Context: an optimization exercise on an open-source flow, tuned for a short achievable clock period and few clock cycles. The choices shown serve that exercise and are no tape-out recipe. The RTL was checked by simulation tests, not by an equivalence proof against the original design. Power is estimated from default activity; no workload was simulated.

## flow/design.v

```verilog
module MIPS (CLK, RST, CS, WE, ADDR, Mem_In, Mem_Out);
  input CLK, RST;
  output CS, WE;
  output [6:0] ADDR;
  input [31:0] Mem_In;
  output [31:0] Mem_Out;
  localparam IB = 5;               
  localparam NB = 1 << IB;         
  localparam TB = 7 - IB;          
  reg  [6:0] fa;             
  reg  [6:0] nfa;            
  reg        mv;             
  reg        m_lw;
  reg        weq;            
  reg [4:0]  m_dst;
  reg [31:0] m_sd;           
  reg [6:0]  m_pc;           
  reg        p1v, p2v;
  reg [6:0]  p1_pc, p2_pc;
  reg        xv;             
  reg [6:0]  npc;            
  reg [6:0]  x_pc;           
  reg [6:0]  tgt;            
  reg [6:0]  x_ptgt;         
  reg [31:0] A, B, IMM;
  reg [4:0]  x_sh, x_dst;
  reg x_we, x_lw, x_sw, x_beq, x_bne, x_jr, x_jal, x_pred, x_useimm;
  reg s_add, s_sub, s_xor, s_and, s_or, s_slt, s_srl, s_sll, s_rbit, s_rev,
      s_add8, s_sadd, s_ssub, s_imm, s_jal;
  reg [6:0]  ras;            
  reg        wb_v;
  reg [4:0]  wb_dst;
  reg [31:0] wb_val;
  wire [31:0] rf_a, rf_b;
  wire [31:0] bop = x_useimm ? IMM : B;
  wire [32:0] sum = {1'b0, A} + {1'b0, bop};
  wire [32:0] dif = {1'b0, A} - {1'b0, B};
  wire [31:0] sum8;
  assign sum8[7:0]   = A[7:0]   + B[7:0];
  assign sum8[15:8]  = A[15:8]  + B[15:8];
  assign sum8[23:16] = A[23:16] + B[23:16];
  assign sum8[31:24] = A[31:24] + B[31:24];
  wire [31:0] shr = B >> x_sh;
  wire [31:0] shl = B << x_sh;
  reg  [31:0] brev;
  integer i;
  always @(*) for (i = 0; i < 32; i = i + 1) brev[i] = B[31-i];
  wire [31:0] bytrev = {B[7:0], B[15:8], B[23:16], B[31:24]};
  wire [31:0] res =
      ({32{s_add}}  & sum[31:0])
    | ({32{s_sadd}} & (sum[31:0] | {32{sum[32]}}))
    | ({32{s_sub}}  & dif[31:0])
    | ({32{s_ssub}} & (dif[31:0] & {32{~dif[32]}}))
    | ({32{s_slt}}  & {31'd0, dif[32]})
    | ({32{s_xor}}  & (A ^ B))
    | ({32{s_and}}  & (A & bop))
    | ({32{s_or}}   & (A | bop))
    | ({32{s_srl}}  & shr)
    | ({32{s_sll}}  & shl)
    | ({32{s_rbit}} & brev)
    | ({32{s_rev}}  & bytrev)
    | ({32{s_add8}} & sum8)
    | ({32{s_imm}}  & IMM)
    | ({32{s_jal}}  & {25'd0, npc});
  wire eq     = (A == B);
  wire taken  = x_beq ? eq : ~eq;
  wire jr_bad = (A[6:0] != x_ptgt);
  wire misp   = xv & (((x_beq | x_bne) & (taken ^ x_pred)) | (x_jr & jr_bad));
  wire [6:0] actual = x_jr ? A[6:0] : taken ? tgt : npc;
  wire x_wr   = xv & x_we;
  wire x_mem  = xv & (x_lw | x_sw);
  wire [6:0] ea = A[6:0] + IMM[6:0];
  assign ADDR = fa;
  assign CS = 1'b1;
  assign WE = weq;
  assign Mem_Out = m_sd;
  reg [31:0]   bw [0:NB-1];    
  reg [6:0]    ba [0:NB-1];    
  reg [TB-1:0] bt [0:NB-1];    
  reg [NB-1:0] bv;
  reg [31:0] icw_q, icw;     
  reg [6:0]  ica_q;          
  reg        ichit_q, uic;   
  wire dvalid = ~mv | uic;
  wire [31:0] w = mv ? icw : Mem_In;
  wire [6:0] fpc = mv ? nfa : fa;
  wire [6:0] pc1 = fpc + 7'd1;
  wire [6:0] pc2 = fpc + 7'd2;
  wire [5:0] f_op = w[31:26];
  wire [4:0] f_rs = w[25:21];
  wire [4:0] f_rt = w[20:16];
  wire [5:0] f_fn = w[5:0];
  wire f_r    = (f_op == 6'b000000);
  wire f_k    = (w[15:6] == 10'd0);
  wire f_jr   = f_r & (f_fn == 6'b001000);
  wire f_addi = (f_op == 6'b001000);
  wire f_andi = (f_op == 6'b001100);
  wire f_ori  = (f_op == 6'b001101);
  wire f_lui  = (f_op == 6'b001111);
  wire f_lw   = (f_op == 6'b100011);
  wire f_sw   = (f_op == 6'b101011);
  wire f_beq  = (f_op == 6'b000100);
  wire f_bne  = (f_op == 6'b000101);
  wire f_j    = (f_op == 6'b000010);
  wire f_jal  = (f_op == 6'b000011);
  wire f_br   = f_beq | f_bne;
  wire [31:0] simm = {{16{w[15]}}, w[15:0]};
  wire m_wr = mv & m_lw;
  wire bx_a = x_wr & (x_dst == f_rs);
  wire bx_b = x_wr & (x_dst == f_rt);
  wire bm_a = m_wr & (m_dst == f_rs);
  wire bm_b = m_wr & (m_dst == f_rt);
  wire bw_a = wb_v & (wb_dst == f_rs);
  wire bw_b = wb_v & (wb_dst == f_rt);
  wire [31:0] opA = bx_a ? res : bm_a ? Mem_In : bw_a ? wb_val : rf_a;
  wire [31:0] opB = bx_b ? res : bm_b ? Mem_In : bw_b ? wb_val : rf_b;
  wire haz = xv & x_lw & ((x_dst == f_rs) | (x_dst == f_rt));
  wire dgo = dvalid & ~haz;
  wire [6:0] f_tgt = pc1 + w[6:0];
  wire f_pred = w[15] | (f_beq & (f_rs == f_rt));
  wire [6:0] f_ptgt = (xv & x_jal) ? npc : ras;
  wire f_seq = ~(f_j | f_jal | f_jr | (f_br & f_pred));
  wire [6:0] f_next = (f_j | f_jal) ? w[6:0] :
                      f_jr ? f_ptgt :
                      (f_br & f_pred) ? f_tgt : pc1;
  wire [6:0] nxt = dgo ? f_next : fpc;
  wire        rf_we = m_wr | wb_v;
  wire [4:0]  rf_wa = m_wr ? m_dst : wb_dst;
  wire [31:0] rf_wd = m_wr ? Mem_In : wb_val;
  wire fill1 = ~mv & p1v;
  wire fill2 = ~mv & p2v;
  integer e;
  always @(posedge CLK) begin
    if (RST) begin
      fa <= 7'd0;
      xv <= 1'b0;
      mv <= 1'b0;
      weq <= 1'b0;
      uic <= 1'b0;
      wb_v <= 1'b0;
      p1v <= 1'b0;
      p2v <= 1'b0;
      bv <= {NB{1'b0}};
    end else begin
      if (misp) begin
        fa <= actual;
        mv <= 1'b0;
        weq <= 1'b0;
        uic <= 1'b0;
      end else if (x_mem) begin
        fa <= ea;
        nfa <= nxt;
        mv <= 1'b1;
        weq <= x_sw;
        uic <= ichit_q & (nxt == ica_q);
      end else begin
        fa <= nxt;
        mv <= 1'b0;
        weq <= 1'b0;
        uic <= 1'b0;
      end
      xv <= ~misp & dgo;
      wb_v <= x_wr;
      if (mv && !uic) begin
        p1v <= 1'b1;
        p1_pc <= m_pc;
        p2v <= p1v;
        p2_pc <= p1_pc;
      end else begin
        p1v <= 1'b0;
        p2v <= 1'b0;
      end
      for (e = 0; e < NB; e = e + 1)
        if (fill1 && p1_pc[IB-1:0] == e || fill2 && p2_pc[IB-1:0] == e) bv[e] <= 1'b1;
        else if (weq && ba[e] == fa) bv[e] <= 1'b0;
    end
    for (e = 0; e < NB; e = e + 1)
      if (fill1 && p1_pc[IB-1:0] == e) begin
        bw[e] <= Mem_In;
        ba[e] <= fa;
        bt[e] <= p1_pc[6:IB];
      end else if (fill2 && p2_pc[IB-1:0] == e) begin
        bw[e] <= Mem_In;
        ba[e] <= fa;
        bt[e] <= p2_pc[6:IB];
      end
    icw_q   <= bw[fpc[IB-1:0]];
    ica_q   <= ba[fpc[IB-1:0]];
    ichit_q <= bv[fpc[IB-1:0]] & (bt[fpc[IB-1:0]] == fpc[6:IB]);
    icw     <= icw_q;
    x_pc    <= fpc;
    m_pc    <= x_pc;
    if (xv && x_jal) ras <= npc;
    m_lw  <= x_lw;
    m_dst <= x_dst;
    m_sd  <= B;
    wb_dst <= x_dst;
    wb_val <= res;
    npc <= pc1;
    tgt <= f_tgt;
    x_ptgt <= f_ptgt;
    A   <= opA;
    B   <= opB;
    IMM <= f_lui ? {w[15:0], 16'd0} : simm;
    x_sh <= w[10:6];
    x_dst <= f_jal ? 5'd31 : f_r ? (f_k ? f_rs : w[15:11]) : f_rt;
    x_we <= (f_r & ~f_jr) | f_addi | f_andi | f_ori | f_lui | f_jal;
    x_lw <= f_lw;
    x_sw <= f_sw;
    x_beq <= f_beq;
    x_bne <= f_bne;
    x_jr <= f_jr;
    x_jal <= f_jal;
    x_pred <= f_pred;
    x_useimm <= f_addi | f_andi | f_ori | f_lw | f_sw;
    s_add  <= (f_r & (f_fn == 6'b100000)) | f_addi;
    s_sub  <= f_r & (f_fn == 6'b100010);
    s_xor  <= f_r & (f_fn == 6'b100110);
    s_and  <= (f_r & (f_fn == 6'b100100)) | f_andi;
    s_or   <= (f_r & (f_fn == 6'b100101)) | f_ori;
    s_slt  <= f_r & (f_fn == 6'b101010);
    s_srl  <= f_r & (f_fn == 6'b000010);
    s_sll  <= f_r & (f_fn == 6'b000000);
    s_rbit <= f_r & (f_fn == 6'b101111);
    s_rev  <= f_r & (f_fn == 6'b110000);
    s_add8 <= f_r & (f_fn == 6'b101101);
    s_sadd <= f_r & (f_fn == 6'b110001);
    s_ssub <= f_r & (f_fn == 6'b110010);
    s_imm  <= f_lui;
    s_jal  <= f_jal;
  end
  REG Register(.CLK(CLK), .WE(rf_we), .WA(rf_wa), .WD(rf_wd),
               .RA1(f_rs), .RD1(rf_a), .RA2(f_rt), .RD2(rf_b));
endmodule
module REG(CLK, WE, WA, WD, RA1, RD1, RA2, RD2);
  input CLK;
  input WE;
  input [4:0] WA;
  input [31:0] WD;
  input [4:0] RA1, RA2;
  output [31:0] RD1, RD2;
  wire [1023:0] flat;
  genvar k;
  generate
    for (k = 0; k < 32; k = k + 1) begin : r
      reg [31:0] q;
      always @(posedge CLK)
        if (WE && WA == k) q <= WD;
      assign flat[k*32 +: 32] = q;
    end
  endgenerate
  assign RD1 = flat[RA1*32 +: 32];
  assign RD2 = flat[RA2*32 +: 32];
endmodule
```

## flow/run.sh

```bash
#!/bin/bash
# synth_recipe.tcl (not shown) runs the flow's synth.tcl, then flattens the netlist and writes it again
# the make line also repeats each setting of config.mk as NAME=value (left out here)
make -C /OpenROAD-flow-scripts/flow DESIGN_CONFIG=/design/flow/config.mk WORK_HOME=/design/flow/orfs CLKGATE_MAP_FILE= SYNTH_SCRIPT=/design/flow/synth_recipe.tcl finish
```

## flow/config.mk

```make
export PLATFORM = sky130hd
export DESIGN_NAME = MIPS
export DESIGN_NICKNAME = MIPS
export VERILOG_FILES = /design/flow/design.v
export SDC_FILE = /design/flow/constraint.sdc
export NUM_CORES = 4
export LEC_CHECK = 0
export ABC_CLOCK_PERIOD_IN_PS = 3000
export CAP_MARGIN = 20
export CORE_MARGIN = 2
export CORE_UTILIZATION = 40
export SETUP_SLACK_MARGIN = 3.5
export SLEW_MARGIN = 20
```

## flow/constraint.sdc

```tcl
create_clock -name core_clock -period 7.0 [get_ports {CLK}]
set_input_delay 1.4000 -clock core_clock [delete_from_list [all_inputs] [get_ports {CLK}]]
set_output_delay 1.4000 -clock core_clock [all_outputs]
set_load 0.01 [all_outputs]
```

==> results.cfg, run 1 <==
[power]
power_density_nw_per_um2 = 269.1
total_leakage_power_nw = 52.66
ir_drop_mv = 0.1888

[global_routing]
grt_first_pass_wirelength_um = 751300
grt_start_max_net_pins = 113
first_global_vias = 95850
grt.overflow.total = 0
grt_antenna_before_repair = 32
grt.total_usage_pct = 33.32

[clock_network]
insertion_delay_ps = 940
cts_num_sinks = 2716
number_of_h_tree_levels = 5
cts_root_buf = clkbuf_16
clkTransAtPathRegs_ps = 70
numCtsBuffers = 295
cts_tree = yes
clock_tree.buffer_depth = 4

[floorplanning]
design.die.area_um2 = 318200
dieHeight_um = 564.1
num_io_pins = 75
core_outline_area_um2 = 311900
core.rowCount = 205
die_w_um = 564.1
start_util_pct = 40.23

[hold_path]
holdCritPathClass = flip-flop to flip-flop
hold_path_end = icw[31]$_DFF_P_
hold_depth = 0
hold_path_startpoint = icw_q[31]$_DFF_P_

[logic_synthesis]
post_synth_instance_area_um2 = 125500
synth_common_cells = 2364 x edfxtp_1, 2297 x nand2_1, 805 x nand3_1
post_synth_inst_count = 10780
post_synth_num_cell_types = 91
synthArstFlopShare_pct = 0
post_synth.cell_area_avg_um2 = 11.64
yosys.cell_count.top_type = edfxtp_1
synth.area.top_cells = edfxtp_1 57%, nand2_1 6.9%, dfxtp_1 5.6%
yosys_most_used_dff = edfxtp_1
synth.yosys.seq_area_share_pct = 62.19
synth_nets = 10960
synth-seq-cells = 2716
synth_top_area_share_pct = 56.58
synthesis.yosys.warnings = 5
synth.largest_area_cell = edfxtp_1
edff_count_synth = 2364

[timing]
slew_violations = 0
final_period_minus_worst_setup_slack_ps = 3872
min_period_over_period_pct = 55.32
fin_setup_tns_ps = 0
max_clock_freq_mhz = 258.3
tightest_slew_ps = 1290
skew_ps = 63.28
number_of_setup_violations_in_the_final_report = 0
max_slew_headroom_pct = 13.90
rsz0062_at_grt = true
postLayoutSetupSlackWorst_ps = 3128
hold_viol = 0

[setup_path]
cp-end-kind = flip-flop
critPathRequiredTime_ps = 7750
timing.reg2reg.worst_path_depth = 13
timing.setup.critical_path_class = input port to flip-flop
regToRegSetupSlack_ps = 3140
crit-reg2reg-capture = A[24]$_DFF_P_
cp_max_fo = 38
timing.critical_path.arrival_ps = 4620
regToRegStartpoint = mv$_SDFF_PP0_
startpoint_type = input port

[placed_design]
port_buffers = 73
dpl.hpwl_um = 309900
gp_congestion = 0.9680
dpl.cell_count = 14520
place_worst_setup_slack_ps = 1204

[route]
initialDrtViolationCount = 18350
detailroute.via_count = 103300
tritonroute_pass_1_iters = 13
vias_per_cell = 6.679
detail_route.drc_violations = 0
wl_per_cell_um = 35.77
routed_wirelength_um = 553200
postRouteAntennaNets = 0

[finish]
final_layout_size_suffix_gt1_share_pct = 17.37
fin_nets = 11240
final_cells = 15470
area_delta_synth_final_pct = 19.38

[run]
cap_viol_max_count = 0

[outcome]
run_status = finished clean
cells by family (layout without fill, tap and decap cells):
group	after synthesis	count (layout)	share of synthesized area [%]
AOI/OAI and AO/OA	1985	1985	12.10
xor gates and xnor gates	348	348	2.446
adders and majority gates	150	150	1.544
buffers and inverters	1018	1520	3.353
DFF	2716	2716	62.19
muxes	335	349	3.584
other	1	28	0.002989
and+or+nand+nor	4224	4229	14.78
final cells by class:
class,count,area [µm²]
Fill cell,27270,162100
Clock buffer,395,8175
Tap cell,4140,5180
Clock inverter,141,1475
Timing Repair Buffer,782,8811
Multi-Input combinational cell,7062,47140
Sequential cell,2716,78130
Antenna cell,27,67.56
Inverter,202,805.8
how the worst max path moves through the flow:
| stage | from | end | slack [ps] | cells after the start |
|---|---|---|---|---|
| detailed placement | Mem_In[17] | B[30]$_DFF_P_ | 1200 | 10 |
| global route | mv$_SDFF_PP0_ | uic$_SDFF_PP0_ | 3110 | 16 |
| finish | Mem_In[25] | A[31]$_DFF_P_ | 3130 | 9 |
| floorplan | mv$_SDFF_PP0_ | Register.r[28].q[0]$_DFFE_PP_ | 3140 | 11 |
| CTS | x_useimm$_DFF_P_ | B[22]$_DFF_P_ | 3240 | 17 |
| global placement | Mem_In[17] | B[23]$_DFF_P_ | 1230 | 9 |
critical path: stages:
cell and delay, ps:
buf_4 420, mux2_2 280, buf_4 580, buf_4 470
a311oi_1 80, o311ai_0 380, a21oi_1 170, a2111oi_0 680
a21oi_2 40
registers in the layout (all words and copies together) (netlist names), 32 cells and up:
name and count:
A 32, B 32, IMM 32, Register.r.q 1024, ba 224, bt 64, bv 32, bw 1024
icw 32, icw_q 32, m_sd 32, wb_val 32
placed cells by master, fill, tap and decap left out, types with 71 or more instances in the layout:
cell       instances
a311oi_1         318
nand3_1          798
buf_4            457
nand4_1          196
buf_6             88
mux2i_1          107
a221oi_1         148
xnor2_1          279
a222oi_1          90
ha_1              84
and3_1           221
a21oi_1          246
a22o_1           112
nor2_1           353
dfxtp_1          316
clkbuf_16        311
nand2_1         2266
buf_12            76
edfxtp_1        2364
a22oi_1          295
mux2_2           116
inv_1            152
nor3_1            71
o21ai_0          112
mux4_2            75
per-layer routing:
metal  up-vias  global-route usage, %  wire length [µm]
li1      41330                      -                 -
met1     51200                  43.79            199900
met2      8822                  49.23            236100
met3      1927                  9.204             78190
met4        16                  19.62             38830
met5         -                      0               151
per-stage QoR:
stage / instance area [µm²] / utilization, % / hold WS, ps / power [mW]
global placement: 131900 / 42.30 / 312.1 / 23.41
floorplan: 125800 / - / 309.6 / 21.33
CTS: 147600 / 47.31 / 309.3 / 39.79
detailed placement: 132000 / 42.32 / 312.1 / 23.43
finish: 149800 / 48.02 / 302.7 / 40.30
global route: 149700 / 48.01 / 312.8 / 41.11
timing repair:
item,in CTS,in global routing
hold endpoints to repair,0,0
cloned,44,13
setup endpoints to repair,797,883
buffers inserted,226,98
gates resized for setup,611,233
pin swaps,123,102
hold buffers,0,0
power by group:
part / switching (mW) / internal [mW] / leakage [nW]
combinational: 3.92 / 2.18 / 23.4
sequential: 0.463 / 17.9 / 24.5
clock: 6.73 / 9.11 / 4.74
Testbench counts, summed over its fixed seeds: cycles 125,767.
==> inputs of run 2 (changes only) <==
--- a/flow/design.v
+++ b/flow/design.v
@@ -24,17 +24,17 @@
   reg [6:0]  x_ptgt;         
   reg [31:0] A, B, IMM;
   reg [4:0]  x_sh, x_dst;
-  reg x_we, x_lw, x_sw, x_beq, x_bne, x_jr, x_jal, x_pred, x_useimm;
-  reg s_add, s_sub, s_xor, s_and, s_or, s_slt, s_srl, s_sll, s_rbit, s_rev,
+  reg x_we, x_lw, x_sw, x_beq, x_bne, x_jr, x_jal, x_pred;
+  reg s_add, s_addi, s_andi, s_ori, s_sub, s_xor, s_and, s_or, s_slt, s_srl, s_sll, s_rbit, s_rev,
       s_add8, s_sadd, s_ssub, s_imm, s_jal;
   reg [6:0]  ras;            
   reg        wb_v;
   reg [4:0]  wb_dst;
   reg [31:0] wb_val;
   wire [31:0] rf_a, rf_b;
-  wire [31:0] bop = x_useimm ? IMM : B;
-  wire [32:0] sum = {1'b0, A} + {1'b0, bop};
-  wire [32:0] dif = {1'b0, A} - {1'b0, B};
+  wire [32:0] sum  = {1'b0, A} + {1'b0, B};
+  wire [31:0] sumi = A + IMM;
+  wire [32:0] dif  = {1'b0, A} - {1'b0, B};
   wire [31:0] sum8;
   assign sum8[7:0]   = A[7:0]   + B[7:0];
   assign sum8[15:8]  = A[15:8]  + B[15:8];
@@ -46,22 +46,25 @@
   integer i;
   always @(*) for (i = 0; i < 32; i = i + 1) brev[i] = B[31-i];
   wire [31:0] bytrev = {B[7:0], B[15:8], B[23:16], B[31:24]};
-  wire [31:0] res =
-      ({32{s_add}}  & sum[31:0])
-    | ({32{s_sadd}} & (sum[31:0] | {32{sum[32]}}))
-    | ({32{s_sub}}  & dif[31:0])
-    | ({32{s_ssub}} & (dif[31:0] & {32{~dif[32]}}))
-    | ({32{s_slt}}  & {31'd0, dif[32]})
-    | ({32{s_xor}}  & (A ^ B))
-    | ({32{s_and}}  & (A & bop))
-    | ({32{s_or}}   & (A | bop))
+  wire [31:0] res_other =
+      ({32{s_xor}}  & (A ^ B))
+    | ({32{s_and}}  & (A & B))
+    | ({32{s_or}}   & (A | B))
+    | ({32{s_andi}} & (A & IMM))
+    | ({32{s_ori}}  & (A | IMM))
     | ({32{s_srl}}  & shr)
     | ({32{s_sll}}  & shl)
     | ({32{s_rbit}} & brev)
     | ({32{s_rev}}  & bytrev)
-    | ({32{s_add8}} & sum8)
     | ({32{s_imm}}  & IMM)
     | ({32{s_jal}}  & {25'd0, npc});
+  wire [31:0] res =
+      res_other
+    | ({32{s_add | s_sadd}} & sum[31:0]) | {32{s_sadd & sum[32]}}
+    | ({32{s_addi}} & sumi)
+    | ({32{s_sub | s_ssub & ~dif[32]}} & dif[31:0])
+    | {31'd0, s_slt & dif[32]}
+    | ({32{s_add8}} & sum8);
   wire eq     = (A == B);
   wire taken  = x_beq ? eq : ~eq;
   wire jr_bad = (A[6:0] != x_ptgt);
@@ -124,6 +127,10 @@
                       f_jr ? f_ptgt :
                       (f_br & f_pred) ? f_tgt : pc1;
   wire [6:0] nxt = dgo ? f_next : fpc;
+  wire [6:0] ica_off = ica_q - pc1;
+  wire nmatch = (f_j | f_jal) ? (w[6:0] == ica_q) :
+                f_jr ? (f_ptgt == ica_q) :
+                (f_br & f_pred) ? (w[6:0] == ica_off) : (pc1 == ica_q);
   wire        rf_we = m_wr | wb_v;
   wire [4:0]  rf_wa = m_wr ? m_dst : wb_dst;
   wire [31:0] rf_wd = m_wr ? Mem_In : wb_val;
@@ -152,7 +159,7 @@
         nfa <= nxt;
         mv <= 1'b1;
         weq <= x_sw;
-        uic <= ichit_q & (nxt == ica_q);
+        uic <= ichit_q & (dgo ? nmatch : (fpc == ica_q));
       end else begin
         fa <= nxt;
         mv <= 1'b0;
@@ -212,12 +219,14 @@
     x_jr <= f_jr;
     x_jal <= f_jal;
     x_pred <= f_pred;
-    x_useimm <= f_addi | f_andi | f_ori | f_lw | f_sw;
-    s_add  <= (f_r & (f_fn == 6'b100000)) | f_addi;
+    s_add  <= f_r & (f_fn == 6'b100000);
+    s_addi <= f_addi;
+    s_andi <= f_andi;
+    s_ori  <= f_ori;
     s_sub  <= f_r & (f_fn == 6'b100010);
     s_xor  <= f_r & (f_fn == 6'b100110);
-    s_and  <= (f_r & (f_fn == 6'b100100)) | f_andi;
-    s_or   <= (f_r & (f_fn == 6'b100101)) | f_ori;
+    s_and  <= f_r & (f_fn == 6'b100100);
+    s_or   <= f_r & (f_fn == 6'b100101);
     s_slt  <= f_r & (f_fn == 6'b101010);
     s_srl  <= f_r & (f_fn == 6'b000010);
     s_sll  <= f_r & (f_fn == 6'b000000);
--- a/flow/config.mk
+++ b/flow/config.mk
@@ -8,6 +8,6 @@
 export ABC_CLOCK_PERIOD_IN_PS = 3000
 export CAP_MARGIN = 20
 export CORE_MARGIN = 2
-export CORE_UTILIZATION = 40
+export CORE_UTILIZATION = 55
 export SETUP_SLACK_MARGIN = 3.5
 export SLEW_MARGIN = 20
==> run 2 against run 1 <==
Effect of this change: via count grew 6.2%; still clean on timing, DRC and antenna; sequential cell count is 2 higher; clock skew is 39 ps higher; critical endpoint is now B[4]$_DFF_P_; global-route usage is 15 points higher; worst hold slack improved by 5.2 ps; synthesized cell count up 3.8%; final cell count is 3.7% lower; worst setup slack improved by 62 ps; sequential power about the same; non-clock buffer count is 159 higher; largest power group unchanged.
==> results.cfg, run 2 <==
[floorplanning]
num_io_pins = 75
core.rowCount = 176
design.die.area_um2 = 234500
core_outline_area_um2 = 229700
start_util_pct = 55.23
die_w_um = 484.2
dieHeight_um = 484.2

[power]
total_leakage_power_nw = 54.68
p_int_mw = 30.23
ir_drop_mv = 0.2392
clock_power_share_pct = 38.1
share_seq_of_total_power_pct = 44.0
post_layout_power_mw = 42.40
power_density_nw_per_um2 = 276.1
share_comb_of_total_power_pct = 17.9
sw_frac_of_total_pct = 28.70
net-switching-power_mw = 12.17

[timing]
skew_ps = 102.7
tightest_slew_ps = 1264
slew_violations = 0
max_clock_freq_mhz = 262.5
number_of_setup_violations_in_the_final_report = 0
rsz0062_at_grt = true
max_slew_headroom_pct = 15.74
min_period_over_period_pct = 54.42
final_period_minus_worst_setup_slack_ps = 3810
hold_viol = 0
fin_setup_tns_ps = 0

[placed_design]
gp_congestion = 1.040
port_buffers = 73
dpl.hpwl_um = 319000
place_area_um2 = 132500

[global_routing]
grt_antenna_before_repair = 43
global_route.usage.met3_pct = 17.16
grt_first_pass_wirelength_um = 798200
grt.overflow.total = 0
grt_use_met2_pct = 68.21
grt_most_used_layer = met2
globalRouteMet1Util_pct = 63.11
grt.total_usage_pct = 48.58
first_global_vias = 100900
grt_start_max_net_pins = 105

[finish]
post-route-util_pct = 66.87
final_common_cell = nand2_1
final_area_um2 = 153600
area_delta_synth_final_pct = 21.08
commonest_non_fill_non_tap_cells_in_the_layout = 2382 x nand2_1, 2364 x edfxtp_1, 1185 x nand3_1
fin_nets = 11830
biggestRegsByFlops = Register.r.q (1024), bw (1024), ba (224)
final_layout_size_suffix_gt1_share_pct = 18.54
n_fill_cell = 16710

[setup_path]
critPathRequiredTime_ps = 7780
startpoint_type = input port
timing.setup.critical_path_class = input port to flip-flop
timing.critical_path.arrival_ps = 4590
cp_max_fo = 43
cp-end-kind = flip-flop

[route]
detailroute.via_count = 109700
wl_per_cell_um = 40.17
routed_wirelength_um = 598400
postRouteAntennaNets = 0
tritonroute_pass_1_iters = 14
initialDrtViolationCount = 21820
vias_per_cell = 7.364
detail_route.drc_violations = 0

[logic_synthesis]
edff_count_synth = 2364
synth.area.top_cells = edfxtp_1 56%, nand2_1 7.1%, dfxtp_1 5.6%
post_synth_instance_area_um2 = 126800
synth_nets = 11410
synthArstFlopShare_pct = 0
post_synth_inst_count = 11190
synth_common_cells = 2416 x nand2_1, 2364 x edfxtp_1, 1215 x nand3_1
post_synth_num_cell_types = 103
post_synth.cell_area_avg_um2 = 11.34
yosys_most_used_dff = edfxtp_1
yosys.cell_count.top_type = nand2_1
synth.yosys.seq_area_share_pct = 61.55
synth_top_area_share_pct = 55.96
synth-seq-cells = 2718
synthesis.yosys.warnings = 5
synth.largest_area_cell = edfxtp_1

[clock_network]
numCtsBuffers = 310
cts_tree = yes
cts_hold_buffers = 0
number_of_h_tree_levels = 5
clkTransAtPathRegs_ps = 60
cts_root_buf = clkbuf_16
clock_tree.buffer_depth = 4
cts_num_sinks = 2718
insertion_delay_ps = 1000

[run]
cap_viol_max_count = 0

[hold_path]
holdCritPathClass = flip-flop to flip-flop

[outcome]
run_status = finished clean
[run 2: final timing paths]
check,end,slack [ps],start,cells past startpoint
worst max-delay path,B[4]$_DFF_P_,3190,Mem_In[17],13
worst min-delay path,icw[4]$_DFF_P_,310,icw_q[4]$_DFF_P_,0
worst max register to register,B[8]$_DFF_P_,3210,mv$_SDFF_PP0_,14
worst min register to register,icw[4]$_DFF_P_,310,icw_q[4]$_DFF_P_,0
[run 2: cell type report]
type	instances	area (µm²)	area share [%]
Tap cell	3026	3786	2.465
Timing Repair Buffer	941	11470	7.470
Antenna cell	28	70.07	0.04562
Inverter	207	818.3	0.5328
Multi-Input combinational cell	7436	49450	32.19
Sequential cell	2718	78180	50.90
Clock buffer	409	8456	5.505
Clock inverter	132	1356	0.8831
[run 2: timing repair]
item / CTS / global route
gates cloned: 69 / 39
hold endpoints to repair: 0 / 0
endpoints found under the setup margin: 551 / 507
gates resized for setup: 690 / 356
buffers inserted: 281 / 117
pin swaps: 175 / 235
[run 2: cells by family after synthesis]
| logic type | count (synthesis) | synth area share [%] |
|---|---|---|
| AND/OR/NAND/NOR | 4502 | 15.56 |
| adder cells (fa/ha/maj) | 188 | 1.890 |
| buffers and inverters | 1055 | 3.267 |
| other | 1 | 0.002956 |
| AO/OA/AOI/OAI | 2044 | 11.98 |
| XOR/XNOR | 376 | 2.596 |
| flip-flops | 2718 | 61.55 |
| multiplexers | 306 | 3.160 |
[run 2: metrics by stage]
stage	hold WS, ps	instances	worst slack (ps)
final	307.9	14900	3190
after global routing	318.6	14870	3222
after CTS	313.3	14710	3342
after detailed placement	312.1	13820	806.0
after global placement	310.2	13810	796.0
after floorplan	309.6	11190	3256
[run 2: routing by layer]
| metal | up-vias | share of wire (%) |
|---|---|---|
| met5 | - | 0.042 |
| met4 | 36 | 9.0 |
| met3 | 2722 | 17 |
| met2 | 10670 | 41 |
| met1 | 53310 | 33 |
| li1 | 42970 | - |
[run 2: power groups by stage]
stage               combinational, mW  sequential (mW)  clock, mW
finish                           7.59             18.7       16.2
global route                     7.71             18.6       16.7
CTS                              6.69             18.6       16.0
detailed placement               5.67             18.9          0
global placement                 5.67             18.9          0
floorplan                        3.37             18.6          0
[run 2: critical path, stage by stage]
cell	delay, ps
buf_12	230
mux2i_4	120
buf_12	160
buf_12	160
buf_4	200
bufbuf_16	330
nand2_1	100
nand3_1	110
a311oi_4	330
a311o_1	290
nand3_4	330
a221oi_4	600
a21oi_1	90
Testbench counts of run 2, summed over its fixed seeds: cycles 125,767.
==> inputs of run 3 (changes only) <==
--- a/flow/design.v
+++ b/flow/design.v
@@ -85,7 +85,7 @@
   reg [6:0]  ica_q;          
   reg        ichit_q, uic;   
   wire dvalid = ~mv | uic;
-  wire [31:0] w = mv ? icw : Mem_In;
+  wire [31:0] w = uic ? icw : Mem_In;
   wire [6:0] fpc = mv ? nfa : fa;
   wire [6:0] pc1 = fpc + 7'd1;
   wire [6:0] pc2 = fpc + 7'd2;
@@ -120,7 +120,8 @@
   wire haz = xv & x_lw & ((x_dst == f_rs) | (x_dst == f_rt));
   wire dgo = dvalid & ~haz;
   wire [6:0] f_tgt = pc1 + w[6:0];
-  wire f_pred = w[15] | (f_beq & (f_rs == f_rt));
+  reg [31:0] bhv, bht;
+  wire f_pred = bhv[fpc[4:0]] ? bht[fpc[4:0]] : (w[15] | (f_beq & (f_rs == f_rt)));
   wire [6:0] f_ptgt = (xv & x_jal) ? npc : ras;
   wire f_seq = ~(f_j | f_jal | f_jr | (f_br & f_pred));
   wire [6:0] f_next = (f_j | f_jal) ? w[6:0] :
@@ -198,6 +199,11 @@
     x_pc    <= fpc;
     m_pc    <= x_pc;
     if (xv && x_jal) ras <= npc;
+    if (RST) bhv <= 32'd0;
+    else if (xv && (x_beq || x_bne)) begin
+      bhv[x_pc[4:0]] <= 1'b1;
+      bht[x_pc[4:0]] <= taken;
+    end
     m_lw  <= x_lw;
     m_dst <= x_dst;
     m_sd  <= B;
==> run 3 against run 2 <==
Effect of this change: clock skew down 22 ps; first-iteration DRC count decreased by 20%; clock power fell by 4%; still clean on timing, DRC and antenna; register-to-register slack gained 90 ps; count of clock-buffer cells in the layout unchanged; combinational power shrank 15%; total power down 3.4%; non-clock buffer count is 100 lower; area after synthesis is 0.51% higher; synthesized cell count down 19%; utilization is 0.77 points lower; final cell count decreased by 13%.
==> results.cfg, run 3 <==
[outcome]
run_status = finished clean

[floorplanning]
design.die.area_um2 = 235700
core.rowCount = 176
num_io_pins = 75
die_w_um = 485.5
start_util_pct = 55.35
core_outline_area_um2 = 230300
dieHeight_um = 485.5

[global_routing]
grt_use_met2_pct = 63.54
grt_start_max_net_pins = 95
grt_first_pass_wirelength_um = 719400
global_route.usage.met3_pct = 13.08
grt_most_used_layer = met2
grt_antenna_before_repair = 30
globalRouteMet1Util_pct = 60.28
first_global_vias = 89480
grt.overflow.total = 0
grt.total_usage_pct = 44.06

[setup_path]
cp_max_fo = 3
startpoint_type = flip-flop
cp-end-kind = flip-flop
timing.critical_path.arrival_ps = 4470
critPathRequiredTime_ps = 7770
timing.setup.critical_path_class = flip-flop to flip-flop

[timing]
slew_violations = 0
fin_setup_tns_ps = 0
hold_viol = 0
postLayoutSetupSlackWorst_ps = 3302
number_of_setup_violations_in_the_final_report = 0
final_period_minus_worst_setup_slack_ps = 3698
tightest_slew_ps = 1231
max_clock_freq_mhz = 270.4
skew_ps = 80.72
min_period_over_period_pct = 52.83
max_slew_headroom_pct = 17.82
rsz0062_at_grt = true
fin_hold_ws_ps = 273.3

[finish]
post-route-util_pct = 66.10
final_cells = 12920
area.sequential_um2 = 79860
fin_nets = 9847
n_fill_cell = 16480
area_delta_synth_final_pct = 19.42
biggestRegsByFlops = Register.r.q (1024), bw (1024), ba (224)
final_common_cell = edfxtp_1
multi_input_area_um2 = 48470
final_layout_size_suffix_gt1_share_pct = 26.27
final_area_um2 = 152200
commonest_non_fill_non_tap_cells_in_the_layout = 2396 x edfxtp_1, 887 x nand2_1, 567 x mux4_2

[route]
detailroute.via_count = 95240
wl_per_cell_um = 41.16
vias_per_cell = 7.373
tritonroute_pass_1_iters = 9
routed_wirelength_um = 531700
detail_route.drc_violations = 0
postRouteAntennaNets = 0
initialDrtViolationCount = 17410

[logic_synthesis]
synth-seq-cells = 2782
synth_nets = 9323
synth.area.top_cells = edfxtp_1 56%, mux4_2 10%, dfxtp_1 6.1%
yosys.cell_count.top_type = edfxtp_1
edff_count_synth = 2396
synth.yosys.seq_area_share_pct = 62.50
synth_top_area_share_pct = 56.43
synthesis.yosys.warnings = 5
synth_common_cells = 2396 x edfxtp_1, 921 x nand2_1, 567 x mux4_2
post_synth.cell_area_avg_um2 = 14.01
post_synth_instance_area_um2 = 127500
post_synth_num_cell_types = 100
yosys_most_used_dff = edfxtp_1
post_synth_inst_count = 9101
synthArstFlopShare_pct = 0
synth.largest_area_cell = edfxtp_1

[power]
power_density_nw_per_um2 = 269.1
ir_drop_mv = 0.2589
post_layout_power_mw = 40.96
total_leakage_power_nw = 51.90

[clock_network]
cts_root_buf = clkbuf_16
insertion_delay_ps = 980
cts_hold_buffers = 0
clock_tree.buffer_depth = 4
numCtsBuffers = 308
cts_tree = yes
cts_num_sinks = 2782
clkTransAtPathRegs_ps = 60
number_of_h_tree_levels = 5

[placed_design]
dpl.hpwl_um = 296800
gp_congestion = 1.009
port_buffers = 73
place_area_um2 = 133400
place_worst_setup_slack_ps = 657.6
dpl.cell_count = 11900

[hold_path]
holdCritPathClass = flip-flop to flip-flop

[run]
cap_viol_max_count = 0
[run 3: power by group]
part / total, mW / internal [mW] / switching, mW
Clock: 15.6 / 8.92 / 6.68
Combinational: 6.43 / 2.40 / 4.03
Sequential: 18.9 / 18.5 / 0.438
[run 3: worst max-delay path, stage by stage (launching register included)]
cell and delay [ps]:
dfxtp_4 380, buf_4 150, ha_4 160, inv_2 50, fa_2 200, nand2b_4 150
a21oi_4 80, or4bb_4 630, a311o_1 470, a311o_2 430, a21oi_4 190, nor3_2 50
o21ai_2 240, o211a_4 240, a21oi_2 60
[run 3: final timing paths]
check / startpoint / depth (start not counted) / slack (ps) / endpoint
min: icw_q[8]$_DFF_P_ / 0 / 270 / icw[8]$_DFF_P_
min reg2reg: icw_q[8]$_DFF_P_ / 0 / 270 / icw[8]$_DFF_P_
max: A[0]$_DFF_P_ / 14 / 3300 / A[30]$_DFF_P_
max reg2reg: A[0]$_DFF_P_ / 14 / 3300 / A[30]$_DFF_P_
[run 3: cells by family after synthesis]
kind of cell / Yosys count / synth area share (%)
mux: 860 / 12.48
fa+ha+maj: 190 / 1.902
xor+xnor: 381 / 2.623
flops: 2782 / 62.50
other cells: 1 / 0.002941
buf+inv: 902 / 2.794
simple gates: 2117 / 7.480
compound gates: 1868 / 10.22
[run 3: area by class of cell]
| type | instances | area share (%) |
|---|---|---|
| inverter | 266 | 0.6870 |
| antenna | 34 | 0.05588 |
| sequential | 2782 | 52.45 |
| clock inverter | 134 | 0.6805 |
| tap | 3026 | 2.487 |
| timing repair buffer | 841 | 6.263 |
| timing repair inverter | 1 | 0.005753 |
| multi-input combinational | 5425 | 31.84 |
| clock buffer | 409 | 5.533 |
[run 3: timing repair]
| item | 4_1_cts | 5_1_grt |
|---|---|---|
| pin swaps | 133 | 110 |
| resized for setup | 702 | 285 |
| gates cloned | 55 | 10 |
| setup endpoints to repair | 514 | 472 |
| setup buffers | 232 | 138 |
[run 3: per-layer routing]
metal  up-vias  wire, µm
met2      8545    226700
met5         -       546
met3      1845     80660
li1      36910         -
met4        26     36450
met1     47920    187300
Testbench counts of run 3, summed over its fixed seeds: cycles 123,643.
==> inputs of run 4 (changes only) <==
--- a/flow/config.mk
+++ b/flow/config.mk
@@ -8,6 +8,6 @@
 export ABC_CLOCK_PERIOD_IN_PS = 3000
 export CAP_MARGIN = 20
 export CORE_MARGIN = 2
-export CORE_UTILIZATION = 55
-export SETUP_SLACK_MARGIN = 3.5
+export CORE_UTILIZATION = 40
+export SETUP_SLACK_MARGIN = 4.0
 export SLEW_MARGIN = 20
==> run 4 against run 3 <==
Effect of this change: still clean; via count is 0.49% higher; clock power up 3%; total power is 3.2% higher; register-to-register slack better by 50 ps; critical path depth up 4; sequential cell count unchanged; synthesized cell count did not move; critical endpoint is now B[3]$_DFF_P_.
==> results.cfg, run 4 <==
[outcome]
run_status = finished clean

[logic_synthesis]
synth_simple_gate_area_share_pct = 7.480
synthesis.yosys.warnings = 5
post_synth_xor_area_fraction_pct = 2.623
post_synth_instance_area_um2 = 127500
synth_nets = 9323
post_synth_num_cell_types = 100
yosys_most_used_dff = edfxtp_1
synth.area.mux_share_pct = 12.48
post_synth.cell_area_avg_um2 = 14.01
synth_common_cells = 2396 x edfxtp_1, 921 x nand2_1, 567 x mux4_2
synth_top_family_by_area = multiplexers
post_synth_inst_count = 9101
synth.yosys.seq_area_share_pct = 62.50
synth.area.top_cells = edfxtp_1 56%, mux4_2 10%, dfxtp_1 6.1%
yosys.cell_count.top_type = edfxtp_1
synth-seq-cells = 2782
synthAdderAreaFrac_pct = 1.902
synth-compound-area-share_pct = 10.22
synth.largest_area_cell = edfxtp_1
synth_top_area_share_pct = 56.43
edff_count_synth = 2396
synthArstFlopShare_pct = 0

[floorplanning]
core.rowCount = 207
start_util_pct = 40.15
num_io_pins = 75
dieHeight_um = 568.6
core_outline_area_um2 = 317500
die_w_um = 568.6
design.die.area_um2 = 323300

[global_routing]
grt.total_usage_pct = 31.94
grt_antenna_before_repair = 15
first_global_vias = 91610
grt_first_pass_wirelength_um = 728200
grt_start_max_net_pins = 74
grt.overflow.total = 0

[route]
tritonroute_pass_1_iters = 9
vias_per_cell = 6.708
wl_per_cell_um = 37.43
initialDrtViolationCount = 15920
routed_wirelength_um = 534200
detailroute.via_count = 95710
postRouteAntennaNets = 0
detail_route.drc_violations = 0

[hold_path]
holdCritPathClass = flip-flop to flip-flop
hold_path_end = icw[6]$_DFF_P_
hold_path_startpoint = icw_q[6]$_DFF_P_
hold_depth = 0

[setup_path]
critical_path.startpoint = A[0]$_DFF_P_
critPathRequiredTime_ps = 7780
crit-reg2reg-capture = B[3]$_DFF_P_
timing.setup.critical_path_class = flip-flop to flip-flop
timing.reg2reg.worst_path_depth = 18
regToRegSetupSlack_ps = 3350
regToRegStartpoint = A[0]$_DFF_P_
timing.critical_path.arrival_ps = 4430
cp_max_fo = 4
cp-end-kind = flip-flop
startpoint_type = flip-flop

[finish]
biggestRegsByFlops = Register.r.q (1024), bw (1024), ba (224)
final_cells = 14270
final_layout_size_suffix_gt1_share_pct = 30.89
multi_input_area_um2 = 50590
area.sequential_um2 = 79900
n_fill_cell = 26150
post-route-util_pct = 50.43
fin_nets = 10060
final_common_cell = edfxtp_1
area_delta_synth_final_pct = 25.59
commonest_non_fill_non_tap_cells_in_the_layout = 2396 x edfxtp_1, 876 x nand2_1, 567 x mux4_2

[power]
post_layout_power_mw = 42.27
ir_drop_mv = 0.2018
total_leakage_power_nw = 54.39
power_density_nw_per_um2 = 264.0

[timing]
slew_violations = 0
tightest_slew_ps = 1152
max_slew_headroom_pct = 23.22
min_period_over_period_pct = 52.07
max_clock_freq_mhz = 274.3
hold_viol = 0
fin_setup_tns_ps = 0
final_period_minus_worst_setup_slack_ps = 3645
number_of_setup_violations_in_the_final_report = 0
rsz0062_at_grt = true
skew_ps = 78.55

[placed_design]
dpl.hpwl_um = 288100
port_buffers = 73
dpl.cell_count = 13020
gp_congestion = 0.9963

[clock_network]
number_of_h_tree_levels = 5
cts_root_buf = clkbuf_16
cts_tree = yes
cts_hold_buffers = 0
clock_tree.buffer_depth = 4
clkTransAtPathRegs_ps = 70
cts_num_sinks = 2782
numCtsBuffers = 296
insertion_delay_ps = 950

[run]
cap_viol_max_count = 0
run 4: cell types whose count changed in the layout (fill, tap and decap cells not counted), moves of 26 or more:
cell / before / now
a21oi_2: 55 / 106
inv_1: 226 / 196
a221oi_1: 129 / 99
buf_16: 43 / 85
diode_2: 34 / 8
buf_12: 79 / 155
a21oi_1: 316 / 252
buf_8: 23 / 52
buf_6: 73 / 154
clkdlybuf4s50_1: 54 / 3
run 4: worst max-delay path, stage by stage, from the launching register on:
cell and delay (ps):
dfxtp_4 440, inv_4 60, ha_4 170, fa_2 380
nor2_4 110, nor2_4 50, o41ai_2 260, buf_4 220
a31oi_4 110, a211oi_2 250, buf_4 170, o21ai_4 70
buf_6 140, buf_12 110, buf_8 130, o21ai_4 170
a2111oi_4 60, buf_12 200, a21oi_4 360
run 4: cell type report:
cell class / count / share of cell area (%)
diodes: 8 / 0.01250
clock buffers: 405 / 5.129
clock inverters: 141 / 0.9635
inverters: 266 / 0.7080
multi-input cells: 5423 / 31.60
flip-flops and latches: 2782 / 49.90
well taps: 4180 / 3.266
repair buffers: 1062 / 8.409
repair inverters: 2 / 0.01563
run 4: through the flow:
| step | area [µm²] | setup slack [ps] | hold WS (ps) |
|---|---|---|---|
| 2_1_floorplan | 129600 | 3379 | 309.6 |
| 3_3_place_gp | 135000 | 1371 | 312.3 |
| 3_5_place_dp | 135000 | 1392 | 312.1 |
| 4_1_cts | 157500 | 3495 | 324.8 |
| 5_1_grt | 160100 | 3296 | 327.8 |
| 6_report | 160100 | 3355 | 323.5 |
run 4: repair_timing:
action / 4_1_cts / 5_1_grt
hold endpoints to repair: 0 / 0
setup endpoints to repair: 1698 / 1423
gates resized for setup: 1372 / 320
buffers inserted: 504 / 95
pin swaps: 324 / 190
gates cloned: 80 / 14
run 4: kinds of logic (layout without fill, tap and decap cells):
logic type / after synthesis / in the layout
compound gates: 1868 / 1868
xor+xnor: 381 / 382
fa+ha+maj: 190 / 190
buf+inv: 902 / 1876
flops: 2782 / 2782
mux: 860 / 863
other cells: 1 / 9
simple gates: 2117 / 2119
run 4: worst max-delay path by stage:
stage / endpoint / cells past startpoint / slack, ps
6_report: B[3]$_DFF_P_ / 18 / 3350
5_1_grt: fa[0]$_SDFF_PP0_ / 16 / 3300
4_1_cts: B[26]$_DFF_P_ / 14 / 3490
3_5_place_dp: A[4]$_DFF_P_ / 12 / 1390
3_3_place_gp: B[12]$_DFF_P_ / 12 / 1370
2_1_floorplan: nfa[6]$_DFFE_PP_ / 12 / 3380
run 4: power by group:
| group | internal (mW) | switching, mW | leakage, nW |
|---|---|---|---|
| sequential | 18.5 | 0.455 | 25.0 |
| combinational | 2.97 | 4.34 | 24.7 |
| clock | 9.06 | 6.95 | 4.73 |
| total | 30.5 | 11.7 | 54.4 |
run 4: routing by layer:
metal | part of all wire (%) | GRT usage (%) | up-vias
li1 | - | - | 37370
met1 | 35 | 41.83 | 48520
met2 | 44 | 48.47 | 8047
met3 | 14 | 8.214 | 1767
met4 | 7.1 | 17.66 | 8
met5 | 0.019 | 0.1190 | -

## afterwards: timing with drivers on the ports
How much do the figures lean on ideal ports? The routed layouts below were timed once more, with nothing changed but the port constraints.
Step 1: set_driving_cell puts a clkbuf_16 on CLK and a buf_2 on each other input, an assumption about the parent block.
Step 2, shift: input delay + t, output delay - t, t = (earliest + latest rising clock arrival at the registers) / 2. This alone moves slack from input paths to output paths.
a / b / c = ideal ports / drivers / drivers and shift; a / b = the first two.
| run | t (ns) | setup WS [ns] | hold slack, ns | worst register clock-pin slew, ns |
|---|---|---|---|---|
| run 1 | 1.006 | 3.128 / 3.051 / 2.044 | 0.303 / 0.303 / 0.303 | 0.07 / 0.07 |
| run 2 | 1.042 | 3.190 / 3.083 / 2.041 | 0.308 / 0.308 / 0.308 | 0.07 / 0.07 |
| run 3 | 1.029 | 3.302 / 3.302 / 2.389 | 0.273 / 0.273 / 0.273 | 0.07 / 0.07 |
| run 4 | 1.030 | 3.355 / 3.355 / 2.442 | 0.324 / 0.324 / 0.324 | 0.07 / 0.07 |
After both steps every run listed still meets setup and hold. The setup slack of run 2, which loses most, moves by -0.107 ns with the drivers and by -1.149 ns with both steps.
